Source: an optimization exercise on an open RTL-to-GDS flow (aim: small area, a short achievable clock period and few clock cycles per item). Production flows keep margins and buffers that such runs may drop.
No run shown here included a check of the RTL's function; only the layout flow was run.
Power is estimated from default activity; no workload was simulated.

==> flow/design.v, too long to show whole: its modules and the start of the top module <==
// module OSTop: 17 lines
// module CTRL: 28 lines
// module DATA: 114 lines
// module OS3A: 5 lines
// module OSPEArray: 12 lines
// module OSDot: 2033 lines
// module OSfa: 6 lines
// module OSha: 6 lines
module OSTop (clk, rstnSys, startSys, MemOutputA0, MemOutputA1, MemOutputA2, MemOutputA3, MemOutputB0, MemOutputB1, MemOutputB2, MemOutputB3, OpC00, OpC01, OpC02, OpC03, OpC10, OpC11, OpC12, OpC13, OpC20, OpC21, OpC22, OpC23, OpC30, OpC31, OpC32, OpC33, BankAddr, start_check);
  // ...
==> flow/run.sh <==
#!/bin/bash
# synth_recipe.tcl (not shown) runs the flow's synth.tcl, then flattens the netlist and writes it again
# the make line also repeats each setting of config.mk as NAME=value (left out here)
make -C /OpenROAD-flow-scripts/flow DESIGN_CONFIG=/design/flow/config.mk WORK_HOME=/design/flow/orfs CLKGATE_MAP_FILE= SYNTH_SCRIPT=/design/flow/synth_recipe.tcl finish
==> flow/config.mk <==
export PLATFORM = sky130hd
export DESIGN_NAME = OSTop
export DESIGN_NICKNAME = OSTop
export VERILOG_FILES = /design/flow/design.v
export SDC_FILE = /design/flow/constraint.sdc
export NUM_CORES = 8
export LEC_CHECK = 0
export CAP_MARGIN = 20
export CORE_MARGIN = 2
export CORE_UTILIZATION = 32
export SETUP_SLACK_MARGIN = 5
export SLEW_MARGIN = 20
export SYNTH_HIERARCHICAL = 1
==> flow/constraint.sdc <==
create_clock -name core_clock -period 11.0 [get_ports {clk}]
set_input_delay 2.2000 -clock core_clock [delete_from_list [all_inputs] [get_ports {clk}]]
set_output_delay 2.2000 -clock core_clock [all_outputs]
set_load 0.01 [all_outputs]
==> impl_metrics.csv, run 1 <==
group,metric,value,unit
run_status,run_status,"aborted with a tool error",
run_status,lastStage,"global routing (5_1_grt)",
run_status,flow.first_error,"[ERROR GRT-0116] Global routing finished with congestion. Check the congestion regions in the DRC Viewer.",
logic_synthesis,synth.net_count,73770,
place,place.gp.congestion,1.319,
place,pre_cts_ws,4664,ps
floorplan,floorplan.initialDensity,0.3205,
cts,clock_path_buffers,6,
logic_synthesis,cells_after_synthesis,54960,
cts,cts_hold_repair.buffers,0,
place,placed_cells,80840,
cts,htree_num_levels,6,
place,hpwlAfterDp,6436000,um
place,buffer_ports.inserted,2573,
cts,postCtsSetupBuffers,5,
cts,cts_made_buffers,589,
logic_synthesis,synth_area_per_cell,12.13,um2
floorplan,top_level_pins,2574,
place,postPlaceCellArea,0.7371,mm2
floorplan,placement_rows,530,
floorplan,die_y,1447,um
grt,maximum_number_of_pins_on_one_net_before_global_route_repair,114,
logic_synthesis,synth_warnings,9,
cts,number_of_resized_instances_in_the_post_cts_repair_step,45,
cts,cts_root_buffer,"sky130_fd_sc_hd__clkbuf_16",
floorplan,die_width,1447,um
logic_synthesis,mappedNetlistArea,0.6666,mm2
==> inputs of run 2 (changes only) <==
--- a/flow/config.mk
+++ b/flow/config.mk
@@ -7,7 +7,7 @@
 export LEC_CHECK = 0
 export CAP_MARGIN = 20
 export CORE_MARGIN = 2
-export CORE_UTILIZATION = 32
+export CORE_UTILIZATION = 25
 export SETUP_SLACK_MARGIN = 5
 export SLEW_MARGIN = 20
 export SYNTH_HIERARCHICAL = 1
==> impl_metrics.csv, run 2 <==
group,metric,value,unit
run_status,run_status,"aborted with a tool error",
run_status,lastStage,"global routing (5_1_grt)",
run_status,flow.first_error,"[ERROR GRT-0116] Global routing finished with congestion. Check the congestion regions in the DRC Viewer.",
place,buffer_ports.inserted,2573,
floorplan,placement_rows,600,
grt,maximum_number_of_pins_on_one_net_before_global_route_repair,115,
cts,htree_num_levels,6,
cts,cts_root_buffer,"sky130_fd_sc_hd__clkbuf_16",
logic_synthesis,mappedNetlistArea,0.6666,mm2
logic_synthesis,synth.net_count,73770,
cts,cts_made_buffers,616,
place,pre_cts_ws,4119,ps
floorplan,top_level_pins,2574,
floorplan,die_width,1637,um
place,place.gp.congestion,1.310,
cts,cts_hold_repair.buffers,0,
floorplan,floorplan.initialDensity,0.2502,
logic_synthesis,synth_area_per_cell,12.13,um2
cts,clock_path_buffers,6,
logic_synthesis,cells_after_synthesis,54960,
logic_synthesis,synth_warnings,9,
floorplan,die_y,1637,um
place,hpwlAfterDp,8157000,um
run 2: timing repair:
| item | in CTS |
|---|---|
| gates cloned | 3 |
| setup endpoints to repair | 942 |
| resized for setup | 604 |
| setup buffers | 301 |
| pin swaps | 69 |
run 2: stage by stage:
step | area (um2) | power [mW] | utilization | hold slack [ps] | std cells
2_1_floorplan | 666600 | 316.3 | - | 381.7 | 54960
3_3_place_gp | 758700 | 693.3 | 0.2848 | 333.8 | 90090
3_5_place_dp | 761200 | 690.5 | 0.2857 | 335.2 | 90300
4_1_cts | 787800 | 721.2 | 0.2957 | 338.9 | 91710
run 2: worst max-delay path by stage:
stage | slack, ps | end
4_1_cts | 4850 | data.t01.r0[185]
3_5_place_dp | 4120 | data.t01.r0[185]
3_3_place_gp | 3100 | data.t01.r0[174]
2_1_floorplan | 6530 | data.rt0[125]
run 2: power groups by stage:
stage          sequential, mW  combinational, mW  clock, mW
2_1_floorplan            36.7                280          0
3_3_place_gp             51.0                642          0
3_5_place_dp             50.0                641          0
4_1_cts                  48.2                650       22.9
==> module OSTop, before the edit <==
module OSTop (clk, rstnSys, startSys, MemOutputA0, MemOutputA1, MemOutputA2, MemOutputA3, MemOutputB0, MemOutputB1, MemOutputB2, MemOutputB3, OpC00, OpC01, OpC02, OpC03, OpC10, OpC11, OpC12, OpC13, OpC20, OpC21, OpC22, OpC23, OpC30, OpC31, OpC32, OpC33, BankAddr, start_check);
input clk, rstnSys, startSys;
input [255:0] MemOutputA0, MemOutputA1, MemOutputA2, MemOutputA3;
input [255:0] MemOutputB0, MemOutputB1, MemOutputB2, MemOutputB3;
output [31:0] OpC00, OpC01, OpC02, OpC03;
output [31:0] OpC10, OpC11, OpC12, OpC13;
output [31:0] OpC20, OpC21, OpC22, OpC23;
output [31:0] OpC30, OpC31, OpC32, OpC33;
output [9:0] BankAddr;
output start_check;
wire [1:0] phase;
CTRL ctrl (clk, rstnSys, startSys, phase, BankAddr, start_check);
DATA data (clk, phase, MemOutputA0, MemOutputA1, MemOutputA2, MemOutputA3,
           MemOutputB0, MemOutputB1, MemOutputB2, MemOutputB3,
           OpC00, OpC01, OpC02, OpC03, OpC10, OpC11, OpC12, OpC13,
           OpC20, OpC21, OpC22, OpC23, OpC30, OpC31, OpC32, OpC33);
endmodule
==> module CTRL, before the edit <==
module CTRL (clk, rstnSys, startSys, phase, BankAddr, start_check);
  input clk, rstnSys, startSys;
  output [1:0] phase;
  output reg [9:0] BankAddr;
  output start_check;
  reg run;                        
  wire go = run | startSys;       
  reg [1:0] ph;
  assign phase = ph;
  wire last = run & (ph == 2'd1);
  always @(posedge clk) begin
    if (!rstnSys) begin
      run <= 1'b0;
      ph <= 2'd0;
      BankAddr <= 10'd0;
    end else if (go) begin
      run <= 1'b1;
      if (run) ph <= last ? 2'd0 : ph + 2'd1;
      if (run && ph == 2'd0) BankAddr <= BankAddr + 10'd1;
    end
  end
  reg [3:1] vld;
  always @(posedge clk) begin
    if (!rstnSys) vld <= 3'd0;
    else vld <= {vld[2:1], last};
  end
  assign start_check = vld[3];
endmodule
==> module DATA, before the edit <==
module DATA (clk, phase, MemOutputA0, MemOutputA1, MemOutputA2, MemOutputA3,
             MemOutputB0, MemOutputB1, MemOutputB2, MemOutputB3,
             OpC00, OpC01, OpC02, OpC03, OpC10, OpC11, OpC12, OpC13,
             OpC20, OpC21, OpC22, OpC23, OpC30, OpC31, OpC32, OpC33);
  input clk;
  input [1:0] phase;
  input [255:0] MemOutputA0, MemOutputA1, MemOutputA2, MemOutputA3;
  input [255:0] MemOutputB0, MemOutputB1, MemOutputB2, MemOutputB3;
  output [31:0] OpC00, OpC01, OpC02, OpC03, OpC10, OpC11, OpC12, OpC13;
  output [31:0] OpC20, OpC21, OpC22, OpC23, OpC30, OpC31, OpC32, OpC33;
  wire [255:0] sa0 = phase[0] ? MemOutputA2 : MemOutputA0;
  wire [255:0] st0;
  wire [255:0] sa1 = phase[0] ? MemOutputA3 : MemOutputA1;
  wire [255:0] st1;
  genvar k;
  generate
    for (k = 0; k < 8; k = k + 1) begin : gm
      OS3A m0 (sa0[32*k+31:32*k], st0[32*k+31:32*k]);
      OS3A m1 (sa1[32*k+31:32*k], st1[32*k+31:32*k]);
    end
  endgenerate
  reg [255:0] ra0, rt0;
  reg [255:0] ra1, rt1;
  reg [255:0] rb0;
  reg [255:0] rb1;
  reg [255:0] rb2;
  reg [255:0] rb3;
  always @(posedge clk) begin
    ra0 <= sa0;
    rt0 <= st0;
    ra1 <= sa1;
    rt1 <= st1;
    rb0 <= MemOutputB0;
    rb1 <= MemOutputB1;
    rb2 <= MemOutputB2;
    rb3 <= MemOutputB3;
  end
  wire [127:0] s1_0, s2_0, s3_0;
  wire [127:0] s1_1, s2_1, s3_1;
  wire [127:0] s1_2, s2_2, s3_2;
  wire [127:0] s1_3, s2_3, s3_3;
  generate
    for (k = 0; k < 8; k = k + 1) begin : ge
      OSPEArray e0 (rb0[32*k+31:32*k], s1_0[16*k+15:16*k], s2_0[16*k+15:16*k], s3_0[16*k+15:16*k]);
      OSPEArray e1 (rb1[32*k+31:32*k], s1_1[16*k+15:16*k], s2_1[16*k+15:16*k], s3_1[16*k+15:16*k]);
      OSPEArray e2 (rb2[32*k+31:32*k], s1_2[16*k+15:16*k], s2_2[16*k+15:16*k], s3_2[16*k+15:16*k]);
      OSPEArray e3 (rb3[32*k+31:32*k], s1_3[16*k+15:16*k], s2_3[16*k+15:16*k], s3_3[16*k+15:16*k]);
    end
  endgenerate
  wire [31:0] c00;
  OSDot t00 (clk, ra0, rt0, s1_0, s2_0, s3_0, c00);
  wire [31:0] c01;
  OSDot t01 (clk, ra0, rt0, s1_1, s2_1, s3_1, c01);
  wire [31:0] c02;
  OSDot t02 (clk, ra0, rt0, s1_2, s2_2, s3_2, c02);
  wire [31:0] c03;
  OSDot t03 (clk, ra0, rt0, s1_3, s2_3, s3_3, c03);
  wire [31:0] c10;
  OSDot t10 (clk, ra1, rt1, s1_0, s2_0, s3_0, c10);
  wire [31:0] c11;
  OSDot t11 (clk, ra1, rt1, s1_1, s2_1, s3_1, c11);
  wire [31:0] c12;
  OSDot t12 (clk, ra1, rt1, s1_2, s2_2, s3_2, c12);
  wire [31:0] c13;
  OSDot t13 (clk, ra1, rt1, s1_3, s2_3, s3_3, c13);
  reg [31:0] h0_00;
  always @(posedge clk) begin
    h0_00 <= c00;
  end
  reg [31:0] h0_01;
  always @(posedge clk) begin
    h0_01 <= c01;
  end
  reg [31:0] h0_02;
  always @(posedge clk) begin
    h0_02 <= c02;
  end
  reg [31:0] h0_03;
  always @(posedge clk) begin
    h0_03 <= c03;
  end
  reg [31:0] h0_10;
  always @(posedge clk) begin
    h0_10 <= c10;
  end
  reg [31:0] h0_11;
  always @(posedge clk) begin
    h0_11 <= c11;
  end
  reg [31:0] h0_12;
  always @(posedge clk) begin
    h0_12 <= c12;
  end
  reg [31:0] h0_13;
  always @(posedge clk) begin
    h0_13 <= c13;
  end
  assign OpC00 = h0_00;
  assign OpC01 = h0_01;
  assign OpC02 = h0_02;
  assign OpC03 = h0_03;
  assign OpC10 = h0_10;
  assign OpC11 = h0_11;
  assign OpC12 = h0_12;
  assign OpC13 = h0_13;
  assign OpC20 = c00;
  assign OpC21 = c01;
  assign OpC22 = c02;
  assign OpC23 = c03;
  assign OpC30 = c10;
  assign OpC31 = c11;
  assign OpC32 = c12;
  assign OpC33 = c13;
endmodule
==> module OSPEArray, before the edit <==
module OSPEArray (b, s1, s2, s3);
  input [31:0] b;
  output [15:0] s1, s2, s3;
  genvar t;
  generate
    for (t = 0; t < 16; t = t + 1) begin : gt
      assign s1[t] = ~b[2*t+1] & b[2*t];
      assign s2[t] = b[2*t+1] & ~b[2*t];
      assign s3[t] = b[2*t+1] & b[2*t];
    end
  endgenerate
endmodule
==> inputs of run 3 (changes only) <==
==> flow/design.v (replaced) <==
module OSTop (clk, rstnSys, startSys, MemOutputA0, MemOutputA1, MemOutputA2, MemOutputA3, MemOutputB0, MemOutputB1, MemOutputB2, MemOutputB3, OpC00, OpC01, OpC02, OpC03, OpC10, OpC11, OpC12, OpC13, OpC20, OpC21, OpC22, OpC23, OpC30, OpC31, OpC32, OpC33, BankAddr, start_check);
input clk, rstnSys, startSys;
input [255:0] MemOutputA0, MemOutputA1, MemOutputA2, MemOutputA3;
input [255:0] MemOutputB0, MemOutputB1, MemOutputB2, MemOutputB3;
output [31:0] OpC00, OpC01, OpC02, OpC03;
output [31:0] OpC10, OpC11, OpC12, OpC13;
output [31:0] OpC20, OpC21, OpC22, OpC23;
output [31:0] OpC30, OpC31, OpC32, OpC33;
output [9:0] BankAddr;
output start_check;
wire [15:0] rstnPsum;
wire rstnPipe, rstnAddr, addrInc;
wire [3:0] latCnt;
CTRL ctrl(  clk, rstnSys, startSys,
            rstnPsum,
            rstnPipe, rstnAddr, addrInc,
            latCnt, start_check
        );
DATA data(  clk,  rstnPipe, rstnAddr, addrInc,
            rstnPsum,
            latCnt,
            MemOutputA0, MemOutputA1, MemOutputA2, MemOutputA3,
            MemOutputB0, MemOutputB1, MemOutputB2, MemOutputB3,
            OpC00, OpC01, OpC02, OpC03, OpC10, OpC11, OpC12, OpC13,
            OpC20, OpC21, OpC22, OpC23, OpC30, OpC31, OpC32, OpC33,
            BankAddr
        );
endmodule
module CTRL (clk, rstnSys, startSys, rstnPsum, rstnPipe, rstnAddr, addrInc, latCnt, start_check);
    input clk, rstnSys, startSys;
    output reg [15:0] rstnPsum;
    output reg rstnPipe, rstnAddr, addrInc;
    output reg [3:0] latCnt;
    output reg start_check;
    localparam INIT = 2'd0;
    localparam CAL = 2'd1;
    localparam LOAD_NEXT = 2'd2;
    localparam LOAD_NEXT_IDLE = 2'd3;
    localparam SYSTOLIC_LATENCY = 4'd14;
    reg [1:0] currentState;
    reg [1:0] nextState;
    always @ (posedge clk) begin
        if (!rstnSys) currentState <= INIT;
        else currentState <= nextState;
    end
    always @ (*) begin
        case (currentState)
            INIT: begin
                if (startSys) nextState = CAL;
                else nextState = INIT;
            end
            CAL: begin
                if (latCnt == SYSTOLIC_LATENCY)
                     nextState = LOAD_NEXT;
                else nextState = CAL;
            end
            LOAD_NEXT: begin
                nextState = LOAD_NEXT_IDLE;
            end
            LOAD_NEXT_IDLE: begin
                nextState = CAL;
            end
            default: nextState = INIT;
        endcase
    end
always @ (*) begin
    rstnAddr = currentState == INIT ? 1'b0 : 1'b1;
    rstnPipe = currentState != CAL ? 1'b0 : 1'b1;
    addrInc = currentState == LOAD_NEXT ? 1'b1 : 1'b0;
    start_check = latCnt == SYSTOLIC_LATENCY ? 1'b1 : 1'b0;
end
always @ (posedge clk) begin
    if (!rstnSys) rstnPsum <= 16'h0000;
    else if (currentState == INIT && !startSys) rstnPsum <= rstnPsum;
    else if (currentState == LOAD_NEXT) rstnPsum <= rstnPsum;
    else if (currentState == CAL) begin
        case (latCnt)
            SYSTOLIC_LATENCY - 6: rstnPsum <= 16'hfffe;
            SYSTOLIC_LATENCY - 5: rstnPsum <= 16'hffec;
            SYSTOLIC_LATENCY - 4: rstnPsum <= 16'hfec8;
            SYSTOLIC_LATENCY - 3: rstnPsum <= 16'hec80;
            SYSTOLIC_LATENCY - 2: rstnPsum <= 16'hc800;
            SYSTOLIC_LATENCY - 1: rstnPsum <= 16'h8000;
            SYSTOLIC_LATENCY - 0: rstnPsum <= 16'h0000;
            default: rstnPsum <= 16'hffff;
        endcase
    end
    else rstnPsum <= 16'hffff;
end
always @ (posedge clk) begin
    if (!rstnSys) latCnt <= 4'd0;
    else if (currentState == CAL) latCnt <= latCnt + 4'd1;
    else latCnt <= 4'd0;
end
endmodule
module DATA (clk, rstnPipe, rstnAddr, addrInc, rstnPsum, latCnt, MemOutputA0, MemOutputA1, MemOutputA2, MemOutputA3, MemOutputB0, MemOutputB1, MemOutputB2, MemOutputB3, OpC00, OpC01, OpC02, OpC03, OpC10, OpC11, OpC12, OpC13, OpC20, OpC21, OpC22, OpC23, OpC30, OpC31, OpC32, OpC33, BankAddr);
input clk, rstnPipe, rstnAddr, addrInc;
input [15:0] rstnPsum;
input [3:0] latCnt;
input [255:0] MemOutputA0, MemOutputA1, MemOutputA2, MemOutputA3;
input [255:0] MemOutputB0, MemOutputB1, MemOutputB2, MemOutputB3;
output [31:0] OpC00, OpC01, OpC02, OpC03;
output [31:0] OpC10, OpC11, OpC12, OpC13;
output [31:0] OpC20, OpC21, OpC22, OpC23;
output [31:0] OpC30, OpC31, OpC32, OpC33;
output reg [9:0] BankAddr;
always @(posedge clk) begin
	if (!rstnAddr) BankAddr <= 10'b0;
	else if (addrInc) BankAddr <= BankAddr + 10'b1;
	else BankAddr <= BankAddr;
end
reg [31:0] ipA0, ipA1, ipA2, ipA3;
reg [31:0] ipB0, ipB1, ipB2, ipB3;
always @(*) begin
	case (latCnt)
		4'd0: 
	begin                              
		ipA0 = MemOutputA0[31:0]; 
		ipA1 = MemOutputA1[31:0]; 
		ipA2 = MemOutputA2[31:0]; 
		ipA3 = MemOutputA3[31:0]; 
		ipB0 = MemOutputB0[31:0]; 
		ipB1 = MemOutputB1[31:0]; 
		ipB2 = MemOutputB2[31:0]; 
		ipB3 = MemOutputB3[31:0]; 
	end
		4'd1: 
	begin                              
		ipA0 = MemOutputA0[63:32]; 
		ipA1 = MemOutputA1[63:32]; 
		ipA2 = MemOutputA2[63:32]; 
		ipA3 = MemOutputA3[63:32]; 
		ipB0 = MemOutputB0[63:32]; 
		ipB1 = MemOutputB1[63:32]; 
		ipB2 = MemOutputB2[63:32]; 
		ipB3 = MemOutputB3[63:32]; 
	end
		4'd2: 
	begin                              
		ipA0 = MemOutputA0[95:64]; 
		ipA1 = MemOutputA1[95:64]; 
		ipA2 = MemOutputA2[95:64]; 
		ipA3 = MemOutputA3[95:64]; 
		ipB0 = MemOutputB0[95:64]; 
		ipB1 = MemOutputB1[95:64]; 
		ipB2 = MemOutputB2[95:64]; 
		ipB3 = MemOutputB3[95:64]; 
	end
		4'd3: 
	begin                              
		ipA0 = MemOutputA0[127:96]; 
		ipA1 = MemOutputA1[127:96]; 
		ipA2 = MemOutputA2[127:96]; 
		ipA3 = MemOutputA3[127:96]; 
		ipB0 = MemOutputB0[127:96]; 
		ipB1 = MemOutputB1[127:96]; 
		ipB2 = MemOutputB2[127:96]; 
		ipB3 = MemOutputB3[127:96]; 
	end
		4'd4: 
	begin                              
		ipA0 = MemOutputA0[159:128]; 
		ipA1 = MemOutputA1[159:128]; 
		ipA2 = MemOutputA2[159:128]; 
		ipA3 = MemOutputA3[159:128]; 
		ipB0 = MemOutputB0[159:128]; 
		ipB1 = MemOutputB1[159:128]; 
		ipB2 = MemOutputB2[159:128]; 
		ipB3 = MemOutputB3[159:128]; 
	end
		4'd5: 
	begin                              
		ipA0 = MemOutputA0[191:160]; 
		ipA1 = MemOutputA1[191:160]; 
		ipA2 = MemOutputA2[191:160]; 
		ipA3 = MemOutputA3[191:160]; 
		ipB0 = MemOutputB0[191:160]; 
		ipB1 = MemOutputB1[191:160]; 
		ipB2 = MemOutputB2[191:160]; 
		ipB3 = MemOutputB3[191:160]; 
	end
		4'd6: 
	begin                              
		ipA0 = MemOutputA0[223:192]; 
		ipA1 = MemOutputA1[223:192]; 
		ipA2 = MemOutputA2[223:192]; 
		ipA3 = MemOutputA3[223:192]; 
		ipB0 = MemOutputB0[223:192]; 
		ipB1 = MemOutputB1[223:192]; 
		ipB2 = MemOutputB2[223:192]; 
		ipB3 = MemOutputB3[223:192]; 
	end
		4'd7: 
	begin                              
		ipA0 = MemOutputA0[255:224]; 
		ipA1 = MemOutputA1[255:224]; 
		ipA2 = MemOutputA2[255:224]; 
		ipA3 = MemOutputA3[255:224]; 
		ipB0 = MemOutputB0[255:224]; 
		ipB1 = MemOutputB1[255:224]; 
		ipB2 = MemOutputB2[255:224]; 
		ipB3 = MemOutputB3[255:224]; 
	end
		default: begin
			ipA0 = 32'b0;
			ipA1 = 32'b0;
			ipA2 = 32'b0;
			ipA3 = 32'b0;
			ipB0 = 32'b0;
			ipB1 = 32'b0;
			ipB2 = 32'b0;
			ipB3 = 32'b0;
		end
	endcase
end
wire [31:0] opC00_out, opC01_out, opC02_out, opC03_out,
			opC10_out, opC11_out, opC12_out, opC13_out,
			opC20_out, opC21_out, opC22_out, opC23_out,
			opC30_out, opC31_out, opC32_out, opC33_out;
OSPEArray ospe_array (	clk, rstnPipe, rstnPsum,
						ipA0, ipA1, ipA2, ipA3,
						ipB0, ipB1, ipB2, ipB3,
						opC00_out, opC01_out, opC02_out, opC03_out,
						opC10_out, opC11_out, opC12_out, opC13_out,
						opC20_out, opC21_out, opC22_out, opC23_out,
						opC30_out, opC31_out, opC32_out, OpC33
					);
reg [31:0] opC00_d6, opC00_d5, opC00_d4, opC00_d3, opC00_d2, opC00_d1;
reg [31:0] opC01_d5, opC01_d4, opC01_d3, opC01_d2, opC01_d1;
reg [31:0] opC10_d5, opC10_d4, opC10_d3, opC10_d2, opC10_d1;
reg [31:0] opC02_d4, opC02_d3, opC02_d2, opC02_d1;
reg [31:0] opC11_d4, opC11_d3, opC11_d2, opC11_d1;
reg [31:0] opC20_d4, opC20_d3, opC20_d2, opC20_d1;
reg [31:0] opC03_d3, opC03_d2, opC03_d1;
reg [31:0] opC12_d3, opC12_d2, opC12_d1;
reg [31:0] opC21_d3, opC21_d2, opC21_d1;
reg [31:0] opC30_d3, opC30_d2, opC30_d1;
reg [31:0] opC13_d2, opC13_d1;
reg [31:0] opC22_d2, opC22_d1;
reg [31:0] opC31_d2, opC31_d1;
reg [31:0] opC23_d1;
reg [31:0] opC32_d1;
assign OpC00 = opC00_d1;
assign OpC01 = opC01_d1;
assign OpC02 = opC02_d1;
assign OpC03 = opC03_d1;
assign OpC10 = opC10_d1;
assign OpC11 = opC11_d1;
assign OpC12 = opC12_d1;
assign OpC13 = opC13_d1;
assign OpC20 = opC20_d1;
assign OpC21 = opC21_d1;
assign OpC22 = opC22_d1;
assign OpC23 = opC23_d1;
assign OpC30 = opC30_d1;
assign OpC31 = opC31_d1;
assign OpC32 = opC32_d1;
always @ (posedge clk) begin
	if (rstnPipe) begin
		opC00_d6 <= opC00_out;
		opC00_d5 <= opC00_d6;
		opC00_d4 <= opC00_d5;
		opC00_d3 <= opC00_d4;
		opC00_d2 <= opC00_d3;
		opC00_d1 <= opC00_d2;
		opC01_d5 <= opC01_out;
		opC01_d4 <= opC01_d5;
		opC01_d3 <= opC01_d4;
		opC01_d2 <= opC01_d3;
		opC01_d1 <= opC01_d2;
		opC10_d5 <= opC10_out;
		opC10_d4 <= opC10_d5;
		opC10_d3 <= opC10_d4;
		opC10_d2 <= opC10_d3;
		opC10_d1 <= opC10_d2;
		opC02_d4 <= opC02_out;
		opC02_d3 <= opC02_d4;
		opC02_d2 <= opC02_d3;
		opC02_d1 <= opC02_d2;
		opC11_d4 <= opC11_out;
		opC11_d3 <= opC11_d4;
		opC11_d2 <= opC11_d3;
		opC11_d1 <= opC11_d2;
		opC20_d4 <= opC20_out;
		opC20_d3 <= opC20_d4;
		opC20_d2 <= opC20_d3;
		opC20_d1 <= opC20_d2;
		opC03_d3 <= opC03_out;
		opC03_d2 <= opC03_d3;
		opC03_d1 <= opC03_d2;
		opC12_d3 <= opC12_out;
		opC12_d2 <= opC12_d3;
		opC12_d1 <= opC12_d2;
		opC21_d3 <= opC21_out;
		opC21_d2 <= opC21_d3;
		opC21_d1 <= opC21_d2;
		opC30_d3 <= opC30_out;
		opC30_d2 <= opC30_d3;
		opC30_d1 <= opC30_d2;
		opC13_d2 <= opC13_out;
		opC13_d1 <= opC13_d2;
		opC22_d2 <= opC22_out;
		opC22_d1 <= opC22_d2;
		opC31_d2 <= opC31_out;
		opC31_d1 <= opC31_d2;
		opC23_d1 <= opC23_out;
		opC32_d1 <= opC32_out;
	end
	else begin
		opC00_d5 <= 32'b0;
		opC00_d4 <= 32'b0;
		opC00_d3 <= 32'b0;
		opC00_d2 <= 32'b0;
		opC00_d1 <= 32'b0;
		opC01_d5 <= 32'b0;
		opC01_d4 <= 32'b0;
		opC01_d3 <= 32'b0;
		opC01_d2 <= 32'b0;
		opC01_d1 <= 32'b0;
		opC10_d5 <= 32'b0;
		opC10_d4 <= 32'b0;
		opC10_d3 <= 32'b0;
		opC10_d2 <= 32'b0;
		opC10_d1 <= 32'b0;
		opC02_d4 <= 32'b0;
		opC02_d3 <= 32'b0;
		opC02_d2 <= 32'b0;
		opC02_d1 <= 32'b0;
		opC11_d4 <= 32'b0;
		opC11_d3 <= 32'b0;
		opC11_d2 <= 32'b0;
		opC11_d1 <= 32'b0;
		opC20_d4 <= 32'b0;
		opC20_d3 <= 32'b0;
		opC20_d2 <= 32'b0;
		opC20_d1 <= 32'b0;
		opC03_d3 <= 32'b0;
		opC03_d2 <= 32'b0;
		opC03_d1 <= 32'b0;
		opC12_d3 <= 32'b0;
		opC12_d2 <= 32'b0;
		opC12_d1 <= 32'b0;
		opC21_d3 <= 32'b0;
		opC21_d2 <= 32'b0;
		opC21_d1 <= 32'b0;
		opC30_d3 <= 32'b0;
		opC30_d2 <= 32'b0;
		opC30_d1 <= 32'b0;
		opC13_d2 <= 32'b0;
		opC13_d1 <= 32'b0;
		opC22_d2 <= 32'b0;
		opC22_d1 <= 32'b0;
		opC31_d2 <= 32'b0;
		opC31_d1 <= 32'b0;
		opC23_d1 <= 32'b0;
		opC32_d1 <= 32'b0;
	end
end
endmodule
module OSPEArray (clk, rstnPipe, rstnPsum, ipA0, ipA1, ipA2, ipA3, ipB0, ipB1, ipB2, ipB3, opC00, opC01, opC02, opC03, opC10, opC11, opC12, opC13, opC20, opC21, opC22, opC23, opC30, opC31, opC32, opC33);
input clk, rstnPipe;
input [15:0] rstnPsum;
input [31:0] ipA0, ipA1, ipA2, ipA3, ipB0, ipB1, ipB2, ipB3;
output [31:0] 	opC00, opC01, opC02, opC03, opC10, opC11, opC12, opC13,
				opC20, opC21, opC22, opC23, opC30, opC31, opC32, opC33;
reg [31:0] ipA1_d1, ipB1_d1;
reg [31:0] ipA2_d1, ipA2_d2, ipB2_d1, ipB2_d2;
reg [31:0] ipA3_d1, ipA3_d2, ipA3_d3, ipB3_d1, ipB3_d2, ipB3_d3;
always @(posedge clk) begin
	if (!rstnPipe) begin
		ipA1_d1 <= 32'b0;
		ipB1_d1 <= 32'b0;
		ipA2_d1 <= 32'b0;
		ipA2_d2 <= 32'b0;
		ipB2_d1 <= 32'b0;
		ipB2_d2 <= 32'b0;
		ipA3_d1 <= 32'b0;
		ipA3_d2 <= 32'b0;
		ipA3_d3 <= 32'b0;
		ipB3_d1 <= 32'b0;
		ipB3_d2 <= 32'b0;
		ipB3_d3 <= 32'b0;
	end else begin
		ipA1_d1 <= ipA1;
		ipA2_d1 <= ipA2;
		ipA3_d1 <= ipA3;
		ipB1_d1 <= ipB1;
		ipB2_d1 <= ipB2;
		ipB3_d1 <= ipB3;
		ipA2_d2 <= ipA2_d1;
		ipA3_d2 <= ipA3_d1;
		ipB2_d2 <= ipB2_d1;
		ipB3_d2 <= ipB3_d1;
		ipA3_d3 <= ipA3_d2;
		ipB3_d3 <= ipB3_d2;
	end
end
wire [31:0] opA00, opA01, opA02, opA03, opA10, opA11, opA12, opA13, opA20, opA21, opA22, opA23, opA30, opA31, opA32, opA33;
wire [31:0] opB00, opB01, opB02, opB03, opB10, opB11, opB12, opB13, opB20, opB21, opB22, opB23, opB30, opB31, opB32, opB33;
OSPE ospe00 (clk, rstnPipe, rstnPsum[00], ipA0, ipB0, opA00, opB00, opC00);
OSPE ospe01 (clk, rstnPipe, rstnPsum[01], opA00, ipB1_d1, opA01, opB01, opC01);
OSPE ospe02 (clk, rstnPipe, rstnPsum[02], opA01, ipB2_d2, opA02, opB02, opC02);
OSPE ospe03 (clk, rstnPipe, rstnPsum[03], opA02, ipB3_d3, opA03, opB03, opC03);
OSPE ospe10 (clk, rstnPipe, rstnPsum[04], ipA1_d1, opB00, opA10, opB10, opC10);
OSPE ospe11 (clk, rstnPipe, rstnPsum[05], opA10, opB01, opA11, opB11, opC11);
OSPE ospe12 (clk, rstnPipe, rstnPsum[06], opA11, opB02, opA12, opB12, opC12);
OSPE ospe13 (clk, rstnPipe, rstnPsum[07], opA12, opB03, opA13, opB13, opC13);
OSPE ospe20 (clk, rstnPipe, rstnPsum[08], ipA2_d2, opB10, opA20, opB20, opC20);
OSPE ospe21 (clk, rstnPipe, rstnPsum[09], opA20, opB11, opA21, opB21, opC21);
OSPE ospe22 (clk, rstnPipe, rstnPsum[10], opA21, opB12, opA22, opB22, opC22);
OSPE ospe23 (clk, rstnPipe, rstnPsum[11], opA22, opB13, opA23, opB23, opC23);
OSPE ospe30 (clk, rstnPipe, rstnPsum[12], ipA3_d3, opB20, opA30, opB30, opC30);
OSPE ospe31 (clk, rstnPipe, rstnPsum[13], opA30, opB21, opA31, opB31, opC31);
OSPE ospe32 (clk, rstnPipe, rstnPsum[14], opA31, opB22, opA32, opB32, opC32);
OSPE ospe33 (clk, rstnPipe, rstnPsum[15], opA32, opB23, opA33, opB33, opC33);
endmodule
module OSPE (clk, rstnPipe, rstnPsum, ipA, ipB, opA, opB, opC);
input clk, rstnPipe, rstnPsum;
input [31:0] ipA, ipB;
output reg [31:0] opA, opB, opC;
wire [31:0] opC_wire = ipA * ipB + opC;
always @(posedge clk) begin
	if (!rstnPipe) begin
	opA <= 32'b0;
	opB <= 32'b0;
	end
else begin
	opA <= ipA;
	opB <= ipB;
	end
end
always @(posedge clk) begin
	if (!rstnPsum) opC <= 32'b0;
	else  opC <= opC_wire;
end
endmodule
--- a/flow/config.mk
+++ b/flow/config.mk
@@ -7,7 +7,5 @@
 export LEC_CHECK = 0
 export CAP_MARGIN = 20
 export CORE_MARGIN = 2
-export CORE_UTILIZATION = 25
-export SETUP_SLACK_MARGIN = 5
+export CORE_UTILIZATION = 40
 export SLEW_MARGIN = 20
-export SYNTH_HIERARCHICAL = 1
==> impl_metrics.csv, run 3 <==
group,metric,value,unit
cts,clock_sink_count,3223,
cells_and_area,fin_area,0.4146,mm2
logic_synthesis,synth-xor-area-share,0.03407,
logic_synthesis,synth.largest_area_cell,"sky130_fd_sc_hd__fa_1",
logic_synthesis,synth_area_per_cell,9.282,um2
logic_synthesis,yosys.cell_types.count,113,
cts,postCtsSetupBuffers,0,
floorplan,top_level_pins,2574,
pwr,peakVddDrop,1315,uV
timing,layout_worst_path_cycle_share,0.9474,
timing,max_freq,95.95,MHz
timing,setup_viol,0,
place,buffer_ports.inserted,2573,
logic_synthesis,synth_edf_count,32,
grt,maximum_number_of_pins_on_one_net_before_global_route_repair,238,
cts,cts_made_buffers,388,
logic_synthesis,synth.net_count,49350,
floorplan,die_width,946.8,um
timing,grt_setup_unrepaired,"false",
cts,number_of_resized_instances_in_the_post_cts_repair_step,0,
critical_path,path_max_fanout,3,
place,hpwlAfterDp,1340000,um
cts,clock_path_buffers,4,
timing,final_hold_viol_count,0,
place,postPlaceCellArea,0.3967,mm2
critical_path,cell_seen_most_often_among_critical_path_stages,"sky130_fd_sc_hd__fa_1",
cells_and_area,area_growth_synth_to_finish,16.62,%
cts,htree_num_levels,5,
cells_and_area,post_route_cells_drive_above_1_share,0.04918,
route,avgViaCountPerCell,5.128,
floorplan,die_area,0.8964,mm2
grt,grt_usage,0.3609,
route,final_antenna_net_count,0,
grt,grt_first_pass_wirelength,2275000,um
min_path,hp-class,"reg -> reg",
logic_synthesis,postSynth.asyncResetShare,0,
route,drt-total-wl,1626000,um
min_path,min_from,"data.opC13_d2[14]",
route,drt_drc_violations_left,0,
critical_path,critPathLaunchType,"input pin",
timing,timing.final.crit_period,10420,ps
logic_synthesis,synth_flop_cell,"sky130_fd_sc_hd__dfxtp_1",
cts,cts_hold_repair.buffers,0,
route,drt_pre_antenna_iters,7,
logic_synthesis,synth-compound-area-share,0.04889,
logic_synthesis,synthAdderAreaFrac,0.4646,
cells_and_area,layout.cells.most_common_list,"sky130_fd_sc_hd__inv_1, sky130_fd_sc_hd__fa_1, sky130_fd_sc_hd__nand2_1",
route,wl_per_cell,30.17,um
grt,grt_overflow_total,0,
critical_path,endpoint_type_of_the_worst_setup_path,"flop",
floorplan,fp.coreArea,0.8866,mm2
pwr,p_per_area,145.1,mW/mm2
critical_path,worst_setup_path_type,"in -> reg",
place,place.gp.congestion,1.001,
timing,tightest_slew,1337,ps
timing,slew-limit-headroom,0.1052,
logic_synthesis,yosys.area_share.simple,0.1625,
logic_synthesis,synth_warnings,4,
cells_and_area,layout.cells.most_common,"sky130_fd_sc_hd__inv_1",
critical_path,cp.required,11960,ps
cts,cts_root_buffer,"sky130_fd_sc_hd__clkbuf_16",
critical_path,critPathArrivalTime,11390,ps
logic_synthesis,synth_mux_area_frac,0.001249,
logic_synthesis,synth_top_family_by_area,"adder cells",
critical_path,ff2ff_setup_slack,810,ps
logic_synthesis,synth.yosys.seq_area_share,0.1824,
min_path,timing.hold.worst_endpoint,"data.opC13_d1[14]",
logic_synthesis,yosys.cell_count.top_type,"sky130_fd_sc_hd__inv_1",
pwr,power.static_leakage,190.8,nW
cells_and_area,final_net_count,51130,
cts,clock_latency,1130,ps
timing,sum_of_negative_setup_slack,0,ps
critical_path,rr_startpoint,"ctrl.latCnt[1]",
logic_synthesis,synth_seq_cells,3223,
floorplan,placement_rows,346,
grt,vias_in_the_first_global_route,295900,
logic_synthesis,cells_after_synthesis,38300,
route,drt-initial-drc-count,21680,
cts,cts_tree,"done",
job,cap_violations,0,
floorplan,floorplan.initialDensity,0.4010,
min_path,cell_count_of_the_worst_hold_path,1,
critical_path,timing.critical_path.slowest_stage_cell,"sky130_fd_sc_hd__nor3_1",
logic_synthesis,post_synth_most_frequent_cells,"sky130_fd_sc_hd__inv_1, sky130_fd_sc_hd__fa_1, sky130_fd_sc_hd__nand2_1",
route,total_number_of_vias,276300,
critical_path,rr_worst_depth,37,
critical_path,max_stage_delay,620,ps
logic_synthesis,post_synth_main_area_contributors,"sky130_fd_sc_hd__fa_1, sky130_fd_sc_hd__dfxtp_1, sky130_fd_sc_hd__inv_1",
floorplan,die_y,946.8,um
grt,antenna_violations_before_repair,523,
cts,clk_pin_slew,80,ps
timing,worst_clock_skew,109.8,ps
logic_synthesis,mappedNetlistArea,0.3555,mm2
timing,max_slew_violation_count,0,
critical_path,regToRegEndpoint,"data.ospe_array.ospe00.opC[31]",
run_status,run_status,"complete, no violations",
logic_synthesis,synth.top_cell.area_share,0.3946,
==> run 3: worst max-delay path by stage <==
stage	start	endpoint	slack (ps)	depth (start not counted)
6_report	MemOutputB0[224]	data.ospe_array.ospe00.opC[31]	580	35
5_1_grt	MemOutputB0[224]	data.ospe_array.ospe00.opC[31]	370	36
4_1_cts	MemOutputB0[224]	data.ospe_array.ospe00.opC[31]	650	35
3_5_place_dp	MemOutputB0[224]	data.ospe_array.ospe00.opC[31]	-470	36
3_3_place_gp	MemOutputB0[224]	data.ospe_array.ospe00.opC[31]	-580	36
2_1_floorplan	MemOutputA0[167]	data.ospe_array.ospe00.opC[31]	1020	31
==> run 3: cell families (layout without fill, tap and decap cells) <==
group,count (synthesis),after routing
buffers and inverters,9985,12090
other,0,1644
xor gates and xnor gates,1378,1378
DFF,3223,3223
adders and majority gates,8997,8997
and+or+nand+nor,12270,12270
AOI/OAI and AO/OA,2411,2411
muxes,42,42
==> run 3: cell type report <==
cell class	count	area, um2
Clock inverter	210	2952
Antenna cell	1644	4114
Multi-Input combinational cell	25100	253600
Tap cell	11830	14800
Sequential cell	3223	64980
Inverter	7787	29240
Fill cell	85650	472000
Clock buffer	502	10810
Timing Repair Buffer	3588	34120
==> run 3: routing by layer <==
layer  GRT usage  up-vias  share of wire
li1            -   117600              -
met1      0.4100   142400           0.36
met2      0.5703    12700           0.46
met3      0.1077     3306          0.093
met4      0.2817      226          0.095
met5           0        -        0.00092
==> run 3: power by group <==
group          internal (mW)  switching (mW)
clock                   8.10            5.95
combinational           15.6            17.7
sequential              12.2           0.590
==> run 3: worst max-delay path: cells and delay by family <==
kind / cells / cell delay [ps]
simple gates: 5 / 960
fa+ha+maj: 9 / 4400
xor+xnor: 1 / 160
compound gates: 8 / 2040
buf+inv: 12 / 1620
==> run 3: per-stage QoR <==
| stage | setup WS, ps | power, mW | util | instances | hold WS [ps] |
|---|---|---|---|---|---|
| floorplan | 1017 | 33.29 | - | 38300 | 405.7 |
| global placement | -580.1 | 47.06 | 0.4474 | 51520 | 407.3 |
| detailed placement | -474.4 | 46.34 | 0.4474 | 51520 | 409.7 |
| CTS | 649.7 | 60.58 | 0.4629 | 52230 | 382.8 |
| global route | 365.9 | 64.71 | 0.4671 | 53690 | 410.3 |
| finish | 578.2 | 60.17 | 0.4676 | 53880 | 376.2 |

[afterwards: timing with drivers on the ports]
Ports are ideal in the flow. The routed layout listed here was re-timed in OpenROAD.
Step 1 sets driving cells, clkbuf_16 on the clock port and buf_2 on the other inputs (assumed; they add their load-dependent delay and slew).
Step 2 moves the port delays by t, midway between the first and last clock arrival at a register: inputs arrive t later, outputs are due t later. That takes back most of the time a late clock gives input paths.
a / b / c = ideal ports / drivers / drivers and shift; a / b = the first two.
run: run 3
shift t [ns]: 1.252
setup slack, ns: 0.578 / 0.712 / -0.540
hold WS [ns]: 0.376 / 0.376 / 0.376
worst register clock-pin slew, ns: 0.08 / 0.08
worst data-port slew with drivers (ns): 1.20
With both steps, setup timing fails in run 3, where it was met with ideal ports. The setup slack of run 3 moves by +0.134 ns with the drivers and by -1.118 ns with both steps.
